This design comes from an exercise in tuning for small area on the open sky130 flow, not from production work. At most, simulation tests tie the RTL to the original design; equivalence was not proved. Power and IR drop assume default switching activity.

==> exp/garnet <==
// QuadCopter
module QuadCopter(
  input wire clk,    
  input wire RST_n,  
  input wire RX,     
  input wire MISO,   
  input wire INT,    
  output wire SS_n,  
  output wire SCLK,  
  output wire MOSI,  
  output wire TX,    
  output wire FRNT,  
  output wire BCK,   
  output wire LFT,   
  output wire RGHT   
);
  wire cmd_rdy;
  wire [2:0] op;
  wire [15:0] data;
  wire clr_cmd_rdy;
  wire [7:0] resp;
  wire send_resp;
  wire vld, pre_vld;
  wire init;
  wire kmatch;
  wire signed [15:0] ptch, roll, yaw;
  wire signed [15:0] d_ptch, d_roll, d_yaw;
  wire [8:0] thrst;
  wire rst_n;
  wire strt_cal;
  wire inertial_cal;
  wire motors_off;
  wire cal_done;
  wire [10:0] frnt_spd, bck_spd, lft_spd, rght_spd;
  localparam FAST_SIM = 1;
  UART_comm iCOMM(
    .clk(clk), .rst_n(rst_n),
    .RX(RX), .TX(TX),
    .resp(resp), .send_resp(send_resp), .resp_sent(),
    .cmd_rdy(cmd_rdy), .op(op), .data(data), .clr_cmd_rdy(clr_cmd_rdy)
  );
  cmd_cfg #(FAST_SIM) iCMD(
    .clk(clk), .rst_n(rst_n),
    .cmd_rdy(cmd_rdy), .op(op), .data(data), .clr_cmd_rdy(clr_cmd_rdy),
    .resp(resp), .send_resp(send_resp),
    .d_ptch(d_ptch), .d_roll(d_roll), .d_yaw(d_yaw), .thrst(thrst),
    .strt_cal(strt_cal), .inertial_cal(inertial_cal), .motors_off(motors_off),
    .cal_done(cal_done), .init(init)
  );
  inert_intf #(FAST_SIM) iNEMO(
    .clk(clk), .rst_n(rst_n),
  ...
Settings: LEC_CHECK=0, CAP_MARGIN=20, CORE_MARGIN=2, CORE_UTILIZATION=40, CTS_BUF_LIST=sky130_fd_sc_hd__clkbuf_16, CTS_CLUSTER_DIAMETER=80, CTS_CLUSTER_SIZE=30, SLEW_MARGIN=20; clock period 10.0 ns.
run.sh (not shown) runs the stock make flow with config.mk's settings and CLKGATE_MAP_FILE= SYNTH_SCRIPT=/design/flow/synth_recipe.tcl, a recipe that flattens the netlist after the stock synthesis.
==> inputs of exp/maple, as changes to exp/garnet <==
--- a/flow/design.v
+++ b/flow/design.v
@@ -262,21 +262,23 @@
   input wire wrt_ff,        
   input wire [12:0] kq,
   input wire en,            
   input wire m_const,       
   input wire [10:0] SPEED,
   output reg PWM
 );
-  reg [10:0] spd;
+  reg [11:0] spd;
   reg z2, zero;    
-  always_ff @(posedge clk)
-    if (pre_wrt)
-      spd <= SPEED;
+  always_ff @(posedge clk, negedge rst_n)
+    if (!rst_n)
+      spd <= 12'd3378;
+    else if (pre_wrt)
+      spd <= {1'b0, SPEED};
   always_ff @(posedge clk) begin
-    z2 <= m_const | (en & (kq == {2'b00, spd}));
+    z2 <= m_const | (en & (kq == {1'b0, spd}));
     zero <= z2;
   end
   always_ff @(posedge clk, negedge rst_n) begin
     if (!rst_n)
       PWM <= 1'b0;
     else if (zero)
       PWM <= 1'b0;
@@ -299,30 +301,28 @@
   output wire lft,
   output wire rght,
   output wire kmatch
 );
   reg wrt_ff;
   reg [12:0] kq;
   reg [1:0] kr;
-  reg mo, ic, nl;
+  reg mo, ic;
   always_ff @(posedge clk, negedge rst_n)
     if (!rst_n)
       wrt_ff <= 1'b0;
     else
       wrt_ff <= wrt;
-  always_ff @(posedge clk)
-    if (wrt) begin
+  always_ff @(posedge clk, negedge rst_n)
+    if (!rst_n) begin
+      mo <= 1'b0;
+      ic <= 1'b0;
+    end else if (wrt) begin
       mo <= motors_off;
       ic <= inertial_cal;
     end
-  always_ff @(posedge clk, negedge rst_n)
-    if (!rst_n)
-      nl <= 1'b1;
-    else if (wrt)
-      nl <= 1'b0;
   wire [12:0] kq_inc;
   rca #(13) iKI(.a(kq), .b(13'h0000), .ci(1'b1), .s(kq_inc), .co());
   wire kr0 = (kr == 2'd0);
   assign kmatch = (kr == 2'd1) && (kq == 13'd3378);
   always_ff @(posedge clk, negedge rst_n)
     if (!rst_n) begin
       kq <= 13'd3378;
@@ -334,23 +334,23 @@
       kq <= kq_inc;
       kr <= 2'd0;
     end else if (kr0 && kq == 13'd5461) begin
       kq <= 13'd0;
       kr <= 2'd0;
     end else
       kr <= kr + 2'd1;
-  wire m_const = kr0 & ~wrt & ~wrt_ff & (nl ? (kq == 13'd3378) : mo ? (kq == 13'd0) : ic & (kq == 13'h290));
+  wire m_const = kr0 & ~wrt & ~wrt_ff & (mo ? (kq == 13'd0) : ic & (kq == 13'h290));
   ESC_interface_pipeline frntESC(.clk(clk), .rst_n(rst_n), .pre_wrt(pre_wrt), .wrt_ff(wrt_ff), .kq(kq),
-              .en(kr0 & ~wrt & ~wrt_ff & ~nl & ~mo & ~ic), .m_const(m_const), .SPEED(frnt_spd), .PWM(frnt));
+              .en(kr0 & ~wrt & ~wrt_ff & ~mo & ~ic), .m_const(m_const), .SPEED(frnt_spd), .PWM(frnt));
   ESC_interface_pipeline bckESC(.clk(clk), .rst_n(rst_n), .pre_wrt(pre_wrt), .wrt_ff(wrt_ff), .kq(kq),
-              .en(kr0 & ~wrt & ~wrt_ff & ~nl & ~mo & ~ic), .m_const(m_const), .SPEED(bck_spd), .PWM(bck));
+              .en(kr0 & ~wrt & ~wrt_ff & ~mo & ~ic), .m_const(m_const), .SPEED(bck_spd), .PWM(bck));
   ESC_interface_pipeline lftESC(.clk(clk), .rst_n(rst_n), .pre_wrt(pre_wrt), .wrt_ff(wrt_ff), .kq(kq),
-              .en(kr0 & ~wrt & ~wrt_ff & ~nl & ~mo & ~ic), .m_const(m_const), .SPEED(lft_spd), .PWM(lft));
+              .en(kr0 & ~wrt & ~wrt_ff & ~mo & ~ic), .m_const(m_const), .SPEED(lft_spd), .PWM(lft));
   ESC_interface_pipeline rghtESC(.clk(clk), .rst_n(rst_n), .pre_wrt(pre_wrt), .wrt_ff(wrt_ff), .kq(kq),
-              .en(kr0 & ~wrt & ~wrt_ff & ~nl & ~mo & ~ic), .m_const(m_const), .SPEED(rght_spd), .PWM(rght));
+              .en(kr0 & ~wrt & ~wrt_ff & ~mo & ~ic), .m_const(m_const), .SPEED(rght_spd), .PWM(rght));
 endmodule
 module PD_math_pipeline (
   input wire clk,
   input wire init,            
   input wire hold,            
   input wire wr,              
   input wire [15:0] desired,
@@ -555,15 +555,15 @@
 input wire [7:0] acc_byte;        
 input wire axl, axh, ayl;         
 output wire cal_done;
 output wire signed [15:0] ptch, roll, yaw;
   localparam IDLE = 2'd0, CALIBRATING = 2'd1, RUNNING = 2'd2;
   reg [1:0] state;
   reg [3:0] smpl_cntr;
-  reg v1, v2, v3, c2, c3;
+  reg v1, v2, v3, v4, c2, c3;
   reg gp, gr;
   reg [16:0] ptch_g, roll_g;        
   reg [19:0] ax_acc, ay_acc;
   reg [3:0] avg_cntr;
   reg [3:0] mcnt;
   wire [26:0] ptch_int, roll_int, yaw_int;
   wire calibrating = (state == CALIBRATING);
@@ -574,64 +574,62 @@
     if (!rst_n)
       state <= IDLE;
     else if (strt_cal & ~calibrating)
       state <= CALIBRATING;
     else if (cal_done)
       state <= RUNNING;
   wire [3:0] smpl_inc;
-  rca #(4) iSI(.a(smpl_cntr), .b(4'h0), .ci(calibrating & vld), .s(smpl_inc), .co());
+  rca #(4) iSI(.a(smpl_cntr), .b(4'h0), .ci(1'b1), .s(smpl_inc), .co());
   always_ff @(posedge clk)
     if (strt_cal & ~calibrating)
       smpl_cntr <= 4'd0;
-    else
+    else if (calibrating & vld)
       smpl_cntr <= smpl_inc;
   wire [14:0] dp, dr;
   rca #(15) iCP(.a({ptch_int[26],ptch_int[26:13]}), .b(~{{3{ptch_g[11]}},ptch_g[11:0]}), .ci(1'b1), .s(dp), .co());
   rca #(15) iCR(.a({roll_int[26],roll_int[26:13]}), .b(~{{3{roll_g[11]}},roll_g[11:0]}), .ci(1'b1), .s(dr), .co());
   always_ff @(posedge clk) begin
     v1 <= vld;
     v2 <= v1;
     c2 <= v1 & running;
     gp <= dp[14];
     gr <= dr[14];
     v3 <= v2 & ~clr;
     c3 <= c2;
+    v4 <= v3 & ~clr;
   end
-  integ_axis #(1) iP(.clk(clk), .init(init), .clr(clr), .v1(v1), .v2(v2), .v3(v3),
+  integ_axis #(1) iP(.clk(clk), .init(init), .clr(clr), .v1(v1), .v2(v2), .v3(v3), .v4(v4),
                      .fus_en(c2), .gt(gp), .comp_en(c3), .rt(ptch_rt), .cal_done(cal_done), .int_q(ptch_int));
-  integ_axis #(1) iR(.clk(clk), .init(init), .clr(clr), .v1(v1), .v2(v2), .v3(v3),
+  integ_axis #(1) iR(.clk(clk), .init(init), .clr(clr), .v1(v1), .v2(v2), .v3(v3), .v4(v4),
                      .fus_en(c2), .gt(gr), .comp_en(c3), .rt(roll_rt), .cal_done(cal_done), .int_q(roll_int));
-  integ_axis #(0) iY(.clk(clk), .init(init), .clr(clr), .v1(v1), .v2(v2), .v3(v3),
+  integ_axis #(0) iY(.clk(clk), .init(init), .clr(clr), .v1(v1), .v2(v2), .v3(v3), .v4(v4),
                      .fus_en(1'b0), .gt(1'b0), .comp_en(c3), .rt(yaw_rt), .cal_done(cal_done), .int_q(yaw_int));
   wire c15 = &avg_cntr;
   wire cap = (avg_cntr == 4'd0);
   wire [3:0] avg_inc;
-  rca #(4) iAI(.a(avg_cntr), .b(4'h0), .ci(vld), .s(avg_inc), .co());
+  rca #(4) iAI(.a(avg_cntr), .b(4'h0), .ci(1'b1), .s(avg_inc), .co());
   always_ff @(posedge clk)
     if (init)
       avg_cntr <= 4'd0;
-    else
+    else if (vld)
       avg_cntr <= avg_inc;
-  wire add_x = (axl | axh) & ~c15;
-  wire add_y = (ayl | vld) & ~c15;
-  wire lo_byte = axl | ayl;
-  wire [19:0] acc_add = {{4{acc_byte[7] & ~lo_byte}}, lo_byte ? 8'h00 : acc_byte, lo_byte ? acc_byte : 8'h00};
+  wire [19:0] acc_add = axl | ayl ? {12'h000, acc_byte} : {{4{acc_byte[7]}}, acc_byte, 8'h00};
   wire [19:0] ax_sum, ay_sum;
-  rca #(20) iAX(.a(ax_acc), .b(add_x ? acc_add : 20'd0), .ci(1'b0), .s(ax_sum), .co());
-  rca #(20) iAY(.a(ay_acc), .b(add_y ? acc_add : 20'd0), .ci(1'b0), .s(ay_sum), .co());
+  rca #(20) iAX(.a(ax_acc), .b(acc_add), .ci(1'b0), .s(ax_sum), .co());
+  rca #(20) iAY(.a(ay_acc), .b(acc_add), .ci(1'b0), .s(ay_sum), .co());
   wire mlast = (mcnt == 4'd13);
   always_ff @(posedge clk)
     if (init | mlast)
       ax_acc <= 20'd0;
-    else
+    else if ((axl | axh) & ~c15)
       ax_acc <= ax_sum;
   always_ff @(posedge clk)
     if (init | mlast)
       ay_acc <= 20'd0;
-    else
+    else if ((ayl | vld) & ~c15)
       ay_acc <= ay_sum;
   wire [3:0] mcnt_inc;
   rca #(4) iMI(.a(mcnt), .b(4'h0), .ci(1'b1), .s(mcnt_inc), .co());
   always_ff @(posedge clk)
     if (init | mlast)
       mcnt <= 4'd0;
     else if (v2 & cap)
@@ -664,43 +662,46 @@
   assign roll = {{2{roll_int[26]}},roll_int[26:13]};
   assign yaw = {{2{yaw_int[26]}},yaw_int[26:13]};
 endmodule
 module integ_axis #(parameter FUSION = 1) (
   input wire clk,
   input wire init,
   input wire clr,
-  input wire v1, v2, v3,
+  input wire v1, v2, v3, v4,
   input wire fus_en,         
   input wire gt,             
   input wire comp_en,        
   input wire [15:0] rt,
   input wire cal_done,
   output reg [26:0] int_q
 );
   reg [15:0] off;
   reg cy, hs;
   wire [15:0] off_m = comp_en ? ~off : 16'hFFFF;
   wire [15:0] comp;
   rca #(16) iC(.a(rt), .b(off_m), .ci(1'b1), .s(comp), .co());
-  wire [15:0] fus = (v2 & fus_en) ? (gt ? 16'h0800 : 16'hF800) : 16'h0000;
-  wire [15:0] op = fus | (v3 ? comp : 16'h0000);
+  wire [15:0] fus = fus_en ? (gt ? 16'h0800 : 16'hF800) : 16'h0000;
+  wire [15:0] op = v2 ? fus : comp;
   wire [15:0] lo;
   wire [10:0] hi;
   wire lo_c;
   rca #(16) iL(.a(int_q[15:0]), .b(op), .ci(1'b0), .s(lo), .co(lo_c));
   rca #(11) iH(.a(int_q[26:16]), .b({11{hs}}), .ci(cy), .s(hi), .co());
-  wire clear = init | (clr & ~(FUSION & v1));
   always_ff @(posedge clk)
-    if (clear)
+    if (init | (clr & ~(FUSION & v1)))
       int_q <= 27'd0;
-    else
-      int_q <= {hi, lo};
+    else begin
+      if (v2 | v3)
+        int_q[15:0] <= lo;
+      if (v3 | v4)
+        int_q[26:16] <= hi;
+    end
   always_ff @(posedge clk) begin
-    cy <= lo_c & ~clear;
-    hs <= op[15] & ~clear;
+    cy <= lo_c;
+    hs <= op[15];
   end
   always_ff @(posedge clk)
     if (cal_done)
       off <= int_q[18:3];
 endmodule
 module inert_intf
 #(parameter FAST_SIM = 1)
==> flow/config.mk (replaced) <==
export PLATFORM = sky130hd
export DESIGN_NAME = QuadCopter
export DESIGN_NICKNAME = QuadCopter
export VERILOG_FILES = /design/flow/design.v
export SDC_FILE = /design/flow/constraint.sdc
export NUM_CORES = 4
export LEC_CHECK = 0
export CAP_MARGIN = 20
export CORE_MARGIN = 2
export CORE_UTILIZATION = 40
export CTS_BUF_LIST = sky130_fd_sc_hd__clkbuf_8
export CTS_CLUSTER_DIAMETER = 60
export CTS_CLUSTER_SIZE = 18
export SLEW_MARGIN = 20
==> notes <==
exp/garnet finished with timing, DRC and antenna clean. exp/maple produced a clean layout. Against exp/maple, the first-iteration DRC count of exp/garnet is larger by about 9%. Flip-flop and latch count: exp/maple is higher than exp/garnet (1). Between exp/garnet and exp/maple, the lower wire length is in exp/garnet (gap about 9%, measured against exp/maple). Of exp/maple and exp/garnet, exp/maple has the higher final area (gap about 2.7%, measured against exp/garnet). Total power: exp/maple is higher than exp/garnet (0.31%). Against exp/maple, the maximum frequency of exp/garnet is lower by about 1%. In sequential power, exp/maple and exp/garnet hardly differ.
No functional check of the RTL was part of exp/maple.
